Context: an optimization exercise on an open-source flow, tuned for a short achievable clock period and few clock cycles. The choices shown serve that exercise and are no tape-out recipe. Where RTL was checked, it was by simulation tests only, not by an equivalence proof against the original. No activity file was given, so power comes from the tool's default toggle rates.

==> flow/design.v (excerpt) <==
module cpu_8b(
    input wire clk,
    input wire rst,
    output wire halt,
    output wire mem_we,
    output wire [7:0] mem_addr,
    output wire [7:0] mem_wdata,
    input wire [7:0] mem_rdata
);
    reg [7:0] ra, rb;
    reg [7:0] res;        
    reg halted;
    reg [7:0] ir;         
    reg irv;
    reg [7:0] ipc;        
    reg [7:0] ipc1;       
    reg [7:0] ib;         
    reg ibv;
    reg [7:0] aq;         
    reg we;
    reg [7:0] wdata;
    reg pki;              
    reg pkl;              
    reg pkr;              
    reg rki;              
    reg rkl;              
    reg rkr;              
    reg kl;               
    reg [7:0] rpc;
    reg [7:0] fp;         
    reg jf;               
    assign halt = halted;
    assign mem_we = we;
    assign mem_addr = aq;
    assign mem_wdata = wdata;
    wire [2:0] op = ir[7:5];
    wire [3:0] off = ir[3:0];
    wire is_add = (op == 3'd0);
    wire is_and = (op == 3'd1);
    wire is_not = (op == 3'd2);
    wire is_alu = is_add | is_and | is_not;
    wire is_ld = (op == 3'd3);
    wire is_st = (op == 3'd4);
    wire is_jmp = (op == 3'd5);
    wire is_jz = (op == 3'd6);
    wire is_halt = (op == 3'd7);
    wire zf = (res == 8'd0);
    wire taken = is_jmp | (is_jz & zf);
    wire rd3 = is_alu;
    wire rd2 = is_add | is_and;
    wire rd4 = is_st | is_jmp | is_jz;
    wire reads_a = (rd3 & ~ir[3]) | (rd2 & ~ir[2]) | (rd4 & ~ir[4]);
    wire reads_b = (rd3 & ir[3]) | (rd2 & ir[2]) | (rd4 & ir[4]);
    wire fwd_ok = is_and | is_not | is_st | (is_add & (ir[3] == ir[2]));
    wire ldv = rkl & ~kl;                   
    wire stall = (pkl & (pkr ? reads_b : reads_a)) |
                 (ldv & (rkr ? reads_b : reads_a) & ~fwd_ok);
    wire ex = irv & ~halted & ~stall;
    wire fwa = ldv & ~rkr;
    wire fwb = ldv & rkr;
    wire [7:0] va = fwa ? mem_rdata : ra;
    wire [7:0] vb = fwb ? mem_rdata : rb;
    wire [7:0] s3 = ir[3] ? vb : va;
    wire [7:0] s2 = ir[2] ? vb : va;
    wire [7:0] r4 = ir[4] ? vb : va;
    wire fwd = ldv & (rkr ? reads_b : reads_a);
    wire [7:0] sum = fwd ? {s3[6:0], 1'b0} : ((ir[3] ^ ir[2]) ? ra + rb :
  ...
Size: ~92 flip-flops, roughly 28 I/O pins, roughly 6600 um^2 of cells after synthesis.
==> module cpu_8b, before the edit <==
module cpu_8b(
    input wire clk,
    input wire rst,
    output wire halt,
    output wire mem_we,
    output wire [7:0] mem_addr,
    output wire [7:0] mem_wdata,
    input wire [7:0] mem_rdata
);
    reg [7:0] ra, rb;
    reg [7:0] res;        
    reg halted;
    reg [7:0] ir;         
    reg irv;
    reg [7:0] ipc;        
    reg [7:0] ipc1;       
    reg [7:0] ib;         
    reg ibv;
    reg [7:0] aq;         
    reg we;
    reg [7:0] wdata;
    reg pki;              
    reg pkl;              
    reg pkr;              
    reg rki;              
    reg rkl;              
    reg rkr;              
    reg kl;               
    reg [7:0] rpc;
    reg [7:0] fp;         
    reg jf;               
    assign halt = halted;
    assign mem_we = we;
    assign mem_addr = aq;
    assign mem_wdata = wdata;
    wire [2:0] op = ir[7:5];
    wire [3:0] off = ir[3:0];
    wire is_add = (op == 3'd0);
    wire is_and = (op == 3'd1);
    wire is_not = (op == 3'd2);
    wire is_alu = is_add | is_and | is_not;
    wire is_ld = (op == 3'd3);
    wire is_st = (op == 3'd4);
    wire is_jmp = (op == 3'd5);
    wire is_jz = (op == 3'd6);
    wire is_halt = (op == 3'd7);
    wire zf = (res == 8'd0);
    wire taken = is_jmp | (is_jz & zf);
    wire rd3 = is_alu;
    wire rd2 = is_add | is_and;
    wire rd4 = is_st | is_jmp | is_jz;
    wire reads_a = (rd3 & ~ir[3]) | (rd2 & ~ir[2]) | (rd4 & ~ir[4]);
    wire reads_b = (rd3 & ir[3]) | (rd2 & ir[2]) | (rd4 & ir[4]);
    wire fwd_ok = is_and | is_not | is_st | (is_add & (ir[3] == ir[2]));
    wire ldv = rkl & ~kl;                   
    wire stall = (pkl & (pkr ? reads_b : reads_a)) |
                 (ldv & (rkr ? reads_b : reads_a) & ~fwd_ok);
    wire ex = irv & ~halted & ~stall;
    wire fwa = ldv & ~rkr;
    wire fwb = ldv & rkr;
    wire [7:0] va = fwa ? mem_rdata : ra;
    wire [7:0] vb = fwb ? mem_rdata : rb;
    wire [7:0] s3 = ir[3] ? vb : va;
    wire [7:0] s2 = ir[2] ? vb : va;
    wire [7:0] r4 = ir[4] ? vb : va;
    wire fwd = ldv & (rkr ? reads_b : reads_a);
    wire [7:0] sum = fwd ? {s3[6:0], 1'b0} : ((ir[3] ^ ir[2]) ? ra + rb :
                                             (ir[3] ? {rb[6:0], 1'b0} : {ra[6:0], 1'b0}));
    wire [7:0] y = is_add ? sum : (is_and ? (s3 & s2) : ~s3);
    function [7:0] addoff(input [7:0] b, input [3:0] o);
        reg [4:0] lo;
        begin
            lo = {1'b0, b[3:0]} + {1'b0, o};
            addoff = {lo[4] ? b[7:4] + 4'd1 : b[7:4], lo[3:0]};
        end
    endfunction
    wire [7:0] ea = addoff(ipc1, off);
    wire [7:0] ta = addoff(ra, off);
    wire [7:0] tb = addoff(rb, off);
    wire [7:0] tgt = ir[4] ? tb : ta;
    wire [7:0] fpv = jf ? aq + 8'd1 : fp;
    wire [7:0] fp1 = fpv + 8'd1;
    wire o0 = (off == 4'd0);
    wire o1 = (off == 4'd1);
    wire o2 = (off == 4'd2);
    wire o3 = (off == 4'd3);
    wire n1 = ibv | rki | pki;
    wire n2 = (ibv & rki) | (ibv & pki) | (rki & pki);
    wire n3 = ibv & rki & pki;
    wire stf = is_st & (o0 | (o1 & n1) | (o2 & n2) | (o3 & n3));
    wire ldf = is_ld & ((o0 & ~n1) | (o1 & n1 & ~n2) | (o2 & n2 & ~n3) | (o3 & n3));
    wire dib = taken | (stf & ibv & o0);
    wire drd = taken | (stf & rki & (o0 | (o1 & ibv)));
    wire dfl = taken | (stf & pki & (o0 | (o1 & (ibv | rki)) | (o2 & ibv & rki)));
    wire e1_1 = ibv & ~dib;
    wire e2_1 = rki & ~drd;
    wire fin1 = pki & ~dfl;
    wire room1 = ~(e1_1 & e2_1 & fin1);
    wire over0 = irv & ibv & rki;
    wire fin0 = pki & ~over0;
    wire nibv0 = (irv & (ibv | rki)) | (ibv & rki);
    wire room0 = ~((irv | ibv | rki) & nibv0 & fin0);
    wire nx_halt = ibv ? (ib[7:5] == 3'd7) : (rki & (mem_rdata[7:5] == 3'd7));
    wire early_halt = nx_halt & (ibv | rki) & (~irv | (ex & ~is_st & ~taken));
    always @(posedge clk) begin
        if (rst) begin
            ra <= 8'd0;
            rb <= 8'd0;
            res <= 8'd1;
            halted <= 1'b0;
            ir <= 8'd0;
            irv <= 1'b0;
            ipc <= 8'd0;
            ipc1 <= 8'd1;
            ib <= 8'd0;
            ibv <= 1'b0;
            aq <= 8'd0;
            we <= 1'b0;
            wdata <= 8'd0;
            pki <= 1'b0;
            pkl <= 1'b0;
            pkr <= 1'b0;
            rki <= 1'b1;
            rkl <= 1'b0;
            rkr <= 1'b0;
            kl <= 1'b0;
            rpc <= 8'd0;
            fp <= 8'd1;
            jf <= 1'b0;
        end else begin
            if (ldv & ~rkr & ~(ex & is_alu & ~ir[4])) ra <= mem_rdata;
            if (ldv & rkr & ~(ex & is_alu & ir[4])) rb <= mem_rdata;
            if (ex & is_alu) begin
                if (ir[4]) rb <= y;
                else ra <= y;
                res <= y;
            end
            if ((ex & is_halt) | early_halt) halted <= 1'b1;
            if (ex) begin
                irv <= e1_1 | e2_1;
                ibv <= e1_1 & e2_1;
                if (e1_1) begin
                    ir <= ib;
                    ipc <= ipc1;
                    ipc1 <= ipc1 + 8'd1;
                    ib <= mem_rdata;
                end else begin
                    ir <= mem_rdata;
                    ipc <= rpc;
                    ipc1 <= rpc + 8'd1;
                end
            end else begin
                irv <= irv | ibv | rki;
                ibv <= nibv0;
                if (irv) begin
                    if (~ibv) ib <= mem_rdata;
                end else if (ibv) begin
                    ir <= ib;
                    ipc <= ipc1;
                    ipc1 <= ipc1 + 8'd1;
                    ib <= mem_rdata;
                end else begin
                    ir <= mem_rdata;
                    ipc <= rpc;
                    ipc1 <= rpc + 8'd1;
                end
            end
            rki <= ex ? fin1 : fin0;
            rkl <= pkl;
            rkr <= pkr;
            kl <= ex & pkl & is_alu & (ir[4] == pkr);
            rpc <= aq;
            we <= ex & is_st;
            pkl <= ex & is_ld;
            pkr <= ir[4];
            wdata <= r4;
            jf <= 1'b0;
            fp <= fpv;
            if (ex & (is_ld | is_st)) begin
                aq <= ea;
                pki <= is_ld ? ldf : stf;
                if (is_ld ? ldf : stf) jf <= 1'b1;
            end else if (ex & taken) begin
                aq <= tgt;
                pki <= 1'b1;
                jf <= 1'b1;
            end else begin
                aq <= fpv;
                if (ex ? room1 : (room0 & ~over0)) begin
                    pki <= 1'b1;
                    fp <= fp1;
                end else begin
                    pki <= 1'b0;
                    if (~ex & over0) fp <= rpc;
                end
            end
        end
    end
endmodule
export LEC_CHECK = 0
export CAP_MARGIN = 20
export CORE_MARGIN = 2
export CORE_UTILIZATION = 40
export SETUP_SLACK_MARGIN = 3.3
export SLEW_MARGIN = 20
export TNS_END_PERCENT = 100
create_clock -name core_clock -period 5.0 [get_ports {clk}]
run.sh (not shown) runs the stock make flow with config.mk's settings and CLKGATE_MAP_FILE= SYNTH_SCRIPT=/design/flow/synth_recipe.tcl, a recipe that flattens the netlist after the stock synthesis.
The baseline completed with no timing, DRC or antenna violations.
Then changed:
--- a/flow/design.v
+++ b/flow/design.v
@@ -249,11 +249,10 @@
     reg [7:0] res;        
     reg halted;
     reg [7:0] ir;         
     reg irv;
     reg [7:0] ipc;        
-    reg [7:0] ipc1;       
     reg [7:0] ib;         
     reg ibv;
     reg [7:0] aq;         
     reg we;
     reg [7:0] wdata;
@@ -264,11 +263,10 @@
     reg rkl;              
     reg rkr;              
     reg kl;               
     reg [7:0] rpc;
     reg [7:0] fp;         
-    reg jf;               
     assign halt = halted;
     assign mem_we = we;
     assign mem_addr = aq;
     assign mem_wdata = wdata;
     wire [2:0] op = ir[7:5];
@@ -303,23 +301,16 @@
     wire [7:0] r4 = ir[4] ? vb : va;
     wire fwd = ldv & (rkr ? reads_b : reads_a);
     wire [7:0] sum = fwd ? {s3[6:0], 1'b0} : ((ir[3] ^ ir[2]) ? ra + rb :
                                              (ir[3] ? {rb[6:0], 1'b0} : {ra[6:0], 1'b0}));
     wire [7:0] y = is_add ? sum : (is_and ? (s3 & s2) : ~s3);
-    function [7:0] addoff(input [7:0] b, input [3:0] o);
-        reg [4:0] lo;
-        begin
-            lo = {1'b0, b[3:0]} + {1'b0, o};
-            addoff = {lo[4] ? b[7:4] + 4'd1 : b[7:4], lo[3:0]};
-        end
-    endfunction
-    wire [7:0] ea = addoff(ipc1, off);
-    wire [7:0] ta = addoff(ra, off);
-    wire [7:0] tb = addoff(rb, off);
-    wire [7:0] tgt = ir[4] ? tb : ta;
-    wire [7:0] fpv = jf ? aq + 8'd1 : fp;
-    wire [7:0] fp1 = fpv + 8'd1;
+    wire [7:0] ea = ipc + {3'd0, off} + 8'd1;
+    wire [7:0] ea1 = ipc + {3'd0, off} + 8'd2;
+    wire [7:0] rj = ir[4] ? rb : ra;
+    wire [7:0] tgt = rj + {4'd0, off};
+    wire [7:0] tgt1 = rj + {3'd0, off} + 8'd1;
+    wire [7:0] fp1 = fp + 8'd1;
     wire o0 = (off == 4'd0);
     wire o1 = (off == 4'd1);
     wire o2 = (off == 4'd2);
     wire o3 = (off == 4'd3);
     wire n1 = ibv | rki | pki;
@@ -347,11 +338,10 @@
             res <= 8'd1;
             halted <= 1'b0;
             ir <= 8'd0;
             irv <= 1'b0;
             ipc <= 8'd0;
-            ipc1 <= 8'd1;
             ib <= 8'd0;
             ibv <= 1'b0;
             aq <= 8'd0;
             we <= 1'b0;
             wdata <= 8'd0;
@@ -362,11 +352,10 @@
             rkl <= 1'b0;
             rkr <= 1'b0;
             kl <= 1'b0;
             rpc <= 8'd0;
             fp <= 8'd1;
-            jf <= 1'b0;
         end else begin
             if (ldv & ~rkr & ~(ex & is_alu & ~ir[4])) ra <= mem_rdata;
             if (ldv & rkr & ~(ex & is_alu & ir[4])) rb <= mem_rdata;
             if (ex & is_alu) begin
                 if (ir[4]) rb <= y;
@@ -377,32 +366,28 @@
             if (ex) begin
                 irv <= e1_1 | e2_1;
                 ibv <= e1_1 & e2_1;
                 if (e1_1) begin
                     ir <= ib;
-                    ipc <= ipc1;
-                    ipc1 <= ipc1 + 8'd1;
+                    ipc <= ipc + 8'd1;
                     ib <= mem_rdata;
                 end else begin
                     ir <= mem_rdata;
                     ipc <= rpc;
-                    ipc1 <= rpc + 8'd1;
                 end
             end else begin
                 irv <= irv | ibv | rki;
                 ibv <= nibv0;
                 if (irv) begin
                     if (~ibv) ib <= mem_rdata;
                 end else if (ibv) begin
                     ir <= ib;
-                    ipc <= ipc1;
-                    ipc1 <= ipc1 + 8'd1;
+                    ipc <= ipc + 8'd1;
                     ib <= mem_rdata;
                 end else begin
                     ir <= mem_rdata;
                     ipc <= rpc;
-                    ipc1 <= rpc + 8'd1;
                 end
             end
             rki <= ex ? fin1 : fin0;
             rkl <= pkl;
             rkr <= pkr;
@@ -410,22 +395,20 @@
             rpc <= aq;
             we <= ex & is_st;
             pkl <= ex & is_ld;
             pkr <= ir[4];
             wdata <= r4;
-            jf <= 1'b0;
-            fp <= fpv;
             if (ex & (is_ld | is_st)) begin
                 aq <= ea;
                 pki <= is_ld ? ldf : stf;
-                if (is_ld ? ldf : stf) jf <= 1'b1;
+                if (is_ld ? ldf : stf) fp <= ea1;
             end else if (ex & taken) begin
                 aq <= tgt;
                 pki <= 1'b1;
-                jf <= 1'b1;
+                fp <= tgt1;
             end else begin
-                aq <= fpv;
+                aq <= fp;
                 if (ex ? room1 : (room0 & ~over0)) begin
                     pki <= 1'b1;
                     fp <= fp1;
                 end else begin
                     pki <= 1'b0;
=> Maximum frequency went down by a few percent. Die area went up by a few percent. Power went up by about a fifth. Sequential power went up by a few percent. First-iteration DRC count went up by well over a third. Critical path depth went up by 1. Cell count went up by a few percent. Routed wire length went up by about a fifth. Via count went up by a little under a tenth. Global-route usage went up by 2.2 points. Sequential cell count went down by 1. Synthesized area went up by a few percent. Setup slack got worse by 120 ps.
No functional check of the RTL was part of any run of this note.

---

## run a
cpu_8b, a different RTL version from the one above (not shown whole).
Size: roughly 930 cells after synthesis, about 110 flip-flops.
==> module cpu_8b, before the edit <==
module cpu_8b(
    input wire clk,
    input wire rst,
    output wire halt,
    output wire mem_we,
    output wire [7:0] mem_addr,
    output wire [7:0] mem_wdata,
    input wire [7:0] mem_rdata
);
    reg [7:0] ra, rb;
    reg [7:0] res;        
    reg halted;
    reg [7:0] ir;         
    reg irv;
    reg [7:0] ipc;        
    reg [7:0] ipc1;       
    reg [7:0] ib;         
    reg ibv;
    reg [7:0] aq;         
    reg we;
    reg [7:0] wdata;
    reg pki;              
    reg pa, pb;           
    reg rki;              
    reg la, lb;           
    reg [7:0] rpc;
    reg [7:0] fp;         
    reg jf;               
    assign halt = halted;
    assign mem_we = we;
    assign mem_addr = aq;
    assign mem_wdata = wdata;
    reg [16:0] dv;
    wire [16:0] dv_ib, dv_rd;
    cpu_dec dec_ib(.i(ib), .d(dv_ib));
    cpu_dec dec_rd(.i(mem_rdata), .d(dv_rd));
    wire [3:0] off = ir[3:0];
    wire is_add = dv[0];
    wire is_and = dv[1];
    wire is_not = dv[2];
    wire is_alu = dv[3];
    wire is_ld = dv[4];
    wire is_st = dv[5];
    wire is_jmp = dv[6];
    wire is_jz = dv[7];
    wire is_halt = dv[8];
    wire reads_a = dv[9];
    wire reads_b = dv[10];
    wire fwd_ok = dv[11];
    wire o0 = dv[12];
    wire o1 = dv[13];
    wire o2 = dv[14];
    wire o3 = dv[15];
    wire x32 = dv[16];
    wire zf = (res == 8'd0);
    wire taken = is_jmp | (is_jz & zf);
    reg fl;
    wire irv_e = irv & ~fl;
    wire ibv_e = ibv & ~fl;
    wire rki_e = rki & ~fl;
    wire stall = (pa & reads_a) | (pb & reads_b) |
                 (((la & reads_a) | (lb & reads_b)) & ~fwd_ok);
    wire ex = irv_e & ~halted & ~stall;
    wire [7:0] va = la ? mem_rdata : ra;
    wire [7:0] vb = lb ? mem_rdata : rb;
    wire [7:0] r4 = ir[4] ? vb : va;
    wire fwd = (la & reads_a) | (lb & reads_b);
    wire [7:0] ab = ra + rb;
    wire [7:0] s3n = ir[3] ? rb : ra;
    wire [7:0] yadd = x32 ? ab : {s3n[6:0], 1'b0};
    wire [7:0] yand = x32 ? (ra & rb) : s3n;
    wire [7:0] yn = is_add ? yadd : (is_and ? yand : ~s3n);
    wire [7:0] m = ~x32 ? 8'hff : (lb ? ra : rb);
    wire [7:0] rd = mem_rdata;
    wire [7:0] yfw = ({8{is_add}} & {rd[6:0], 1'b0}) | ({8{is_and}} & rd & m) |
                     ({8{is_not}} & ~rd);
    wire [7:0] y = fwd ? yfw : yn;
    function [7:0] addoff(input [7:0] b, input [3:0] o);
        reg [4:0] lo;
        begin
            lo = {1'b0, b[3:0]} + {1'b0, o};
            addoff = {lo[4] ? b[7:4] + 4'd1 : b[7:4], lo[3:0]};
        end
    endfunction
    wire [7:0] ea = addoff(ipc1, off);
    wire [7:0] ta = addoff(ra, off);
    wire [7:0] tb = addoff(rb, off);
    wire [7:0] tgt = ir[4] ? tb : ta;
    wire [7:0] fpv = jf ? aq + 8'd1 : fp;
    wire [7:0] fp1 = fpv + 8'd1;
    wire n1 = ibv_e | rki_e | pki;
    wire n2 = (ibv_e & rki_e) | (ibv_e & pki) | (rki_e & pki);
    wire n3 = ibv_e & rki_e & pki;
    wire stf = is_st & (o0 | (o1 & n1) | (o2 & n2) | (o3 & n3));
    wire ldf = is_ld & ((o0 & ~n1) | (o1 & n1 & ~n2) | (o2 & n2 & ~n3) | (o3 & n3));
    wire dib = (stf & ibv_e & o0);
    wire drd = (stf & rki_e & (o0 | (o1 & ibv_e)));
    wire dfl = (stf & pki & (o0 | (o1 & (ibv_e | rki_e)) | (o2 & ibv_e & rki_e)));
    wire e1_1 = ibv_e & ~dib;
    wire e2_1 = rki_e & ~drd;
    wire fin1 = pki & ~dfl;
    wire room1 = ~(e1_1 & e2_1 & fin1);
    wire over0 = irv_e & ibv_e & rki_e;
    wire fin0 = pki & ~over0;
    wire nibv0 = (irv_e & (ibv_e | rki_e)) | (ibv_e & rki_e);
    wire room0 = ~((irv_e | ibv_e | rki_e) & nibv0 & fin0);
    wire nx_halt = ibv_e ? (ib[7:5] == 3'd7) : (rki_e & (mem_rdata[7:5] == 3'd7));
    wire early_halt = nx_halt & (ibv_e | rki_e) & (~irv_e | (ex & ~is_st & ~taken));
    always @(posedge clk) begin
        if (rst) begin
            ra <= 8'd0;
            rb <= 8'd0;
            res <= 8'd1;
            halted <= 1'b0;
            ir <= 8'd0;
            dv <= 17'd0;
            irv <= 1'b0;
            ipc <= 8'd0;
            ipc1 <= 8'd1;
            ib <= 8'd0;
            ibv <= 1'b0;
            aq <= 8'd0;
            we <= 1'b0;
            wdata <= 8'd0;
            pki <= 1'b0;
            pa <= 1'b0;
            pb <= 1'b0;
            rki <= 1'b1;
            la <= 1'b0;
            lb <= 1'b0;
            rpc <= 8'd0;
            fp <= 8'd1;
            jf <= 1'b0;
            fl <= 1'b0;
        end else begin
            if (la & ~(ex & is_alu & ~ir[4])) ra <= mem_rdata;
            if (lb & ~(ex & is_alu & ir[4])) rb <= mem_rdata;
            if (ex & is_alu) begin
                if (ir[4]) rb <= y;
                else ra <= y;
                res <= y;
            end
            if ((ex & is_halt) | early_halt) halted <= 1'b1;
            if (ex) begin
                irv <= e1_1 | e2_1;
                ibv <= e1_1 & e2_1;
                if (e1_1) begin
                    ir <= ib;
                    dv <= dv_ib;
                    ipc <= ipc1;
                    ipc1 <= ipc1 + 8'd1;
                    ib <= mem_rdata;
                end else begin
                    ir <= mem_rdata;
                    dv <= dv_rd;
                    ipc <= rpc;
                    ipc1 <= rpc + 8'd1;
                end
            end else begin
                irv <= irv_e | ibv_e | rki_e;
                ibv <= nibv0;
                if (irv_e) begin
                    if (~ibv_e) ib <= mem_rdata;
                end else if (ibv_e) begin
                    ir <= ib;
                    dv <= dv_ib;
                    ipc <= ipc1;
                    ipc1 <= ipc1 + 8'd1;
                    ib <= mem_rdata;
                end else begin
                    ir <= mem_rdata;
                    dv <= dv_rd;
                    ipc <= rpc;
                    ipc1 <= rpc + 8'd1;
                end
            end
            rki <= ex ? fin1 : fin0;
            la <= pa & ~(ex & is_alu & ~ir[4]);
            lb <= pb & ~(ex & is_alu & ir[4]);
            rpc <= aq;
            we <= ex & is_st;
            pa <= ex & is_ld & ~ir[4];
            pb <= ex & is_ld & ir[4];
            wdata <= r4;
            jf <= 1'b0;
            fl <= ex & taken;
            fp <= fpv;
            if (ex & (is_ld | is_st)) begin
                aq <= ea;
                pki <= is_ld ? ldf : stf;
                if (is_ld ? ldf : stf) jf <= 1'b1;
            end else if (ex & taken) begin
                aq <= tgt;
                pki <= 1'b1;
                jf <= 1'b1;
            end else begin
                aq <= fpv;
                if (ex ? room1 : (room0 & ~over0)) begin
                    pki <= 1'b1;
                    fp <= fp1;
                end else begin
                    pki <= 1'b0;
                    if (~ex & over0) fp <= rpc;
                end
            end
        end
    end
endmodule
Settings: LEC_CHECK=0, CAP_MARGIN=20, CORE_MARGIN=2, CORE_UTILIZATION=40, SETUP_SLACK_MARGIN=3.3, SLEW_MARGIN=20, TNS_END_PERCENT=100; clock period 5.0 ns.
Testbench counts of run a, summed over its fixed seeds: cycles 36,310.
#### Input delta (run b over run a)
-- flow/design.v --
<<< run a, line 302
    wire [7:0] va = la ? mem_rdata : ra;
    wire [7:0] vb = lb ? mem_rdata : rb;
    wire [7:0] r4 = ir[4] ? vb : va;
    wire fwd = (la & reads_a) | (lb & reads_b);
    wire [7:0] ab = ra + rb;
    wire [7:0] s3n = ir[3] ? rb : ra;
    wire [7:0] yadd = x32 ? ab : {s3n[6:0], 1'b0};
    wire [7:0] yand = x32 ? (ra & rb) : s3n;
    wire [7:0] yn = is_add ? yadd : (is_and ? yand : ~s3n);
    wire [7:0] m = ~x32 ? 8'hff : (lb ? ra : rb);
    wire [7:0] rd = mem_rdata;
    wire [7:0] yfw = ({8{is_add}} & {rd[6:0], 1'b0}) | ({8{is_and}} & rd & m) |
                     ({8{is_not}} & ~rd);
    wire [7:0] y = fwd ? yfw : yn;
    function [7:0] addoff(input [7:0] b, input [3:0] o);
        reg [4:0] lo;
>>> run b, line 302
    wire [7:0] va = la ? mem_rdata : ra;
    wire [7:0] vb = lb ? mem_rdata : rb;
    wire [7:0] s3 = ir[3] ? vb : va;
    wire [7:0] s2 = ir[2] ? vb : va;
    wire [7:0] r4 = ir[4] ? vb : va;
    wire fwd = (la & reads_a) | (lb & reads_b);
    wire [7:0] sum = fwd ? {s3[6:0], 1'b0} : (x32 ? ra + rb :
                                             (ir[3] ? {rb[6:0], 1'b0} : {ra[6:0], 1'b0}));
    wire [7:0] y = is_add ? sum : (is_and ? (s3 & s2) : ~s3);
    function [7:0] addoff(input [7:0] b, input [3:0] o);
        reg [4:0] lo;
Notes after the runs:
- In run b, the final area came out 7.0% above the value in run a.
- Re number of non-clock buffers in the layout: run b is 15% up on run a.
- Across run b and run a, none had a timing, DRC or antenna violation.
- Compared with run a, in run b combinational power share rose 12 points, largest fanout on the critical path fell 3, power per cell area rose 59 nW/um2, critical path's largest stage delay fell 0.02 ns, length in cells of the worst reg-to-reg path rose 2.
- Run b has final cell count below what run a had.
- Comparing run b and run a, the higher placer congestion estimate was measured on run b.
- The slack of the critical path of run b is lower than that of run a.
- Run b: first-pass iteration count of the detailed router is 2 higher than what run a reported.
- Per the comparison of run b with run a, total setup buffers inserted after CTS went down; number of well taps did not really move; net switching component of the power went up.
No functional check of the RTL was part of run b.

separate check: timing with driven ports:
The flow's constraints put no driver on any port. The routed layouts listed below were extracted and timed again, unchanged, in two steps. Step 1 sets driving cells, clkbuf_16 on the clock port and buf_2 on the other inputs (assumed; they add their load-dependent delay and slew). Step 2 times the ports against the registers' clock, not the clock port: input delays grow and output delays shrink by t, the midpoint of the rising clock arrivals with the driver on. Slacks: ideal ports / drivers / drivers and shift; pairs: ideal ports / drivers.
run | t (ns) | setup slack, ns | worst setup path at the end | pins driven straight from the clock port
the first run of note 1 | 0.403 | 2.367 / 2.367 / 2.207 | input to register | 1
the second run of note 1 | 0.399 | 2.247 / 2.247 / 2.247 | register to register | 1
run a | 0.410 | 2.771 / 2.771 / 2.666 | input to register | 1
run b | 0.406 | 2.656 / 2.656 / 2.522 | input to register | 1
After both steps every run listed still meets setup and hold. The setup slack of the first run of note 1, which loses most, moves by 0.000 ns with the drivers and by -0.160 ns with both steps.
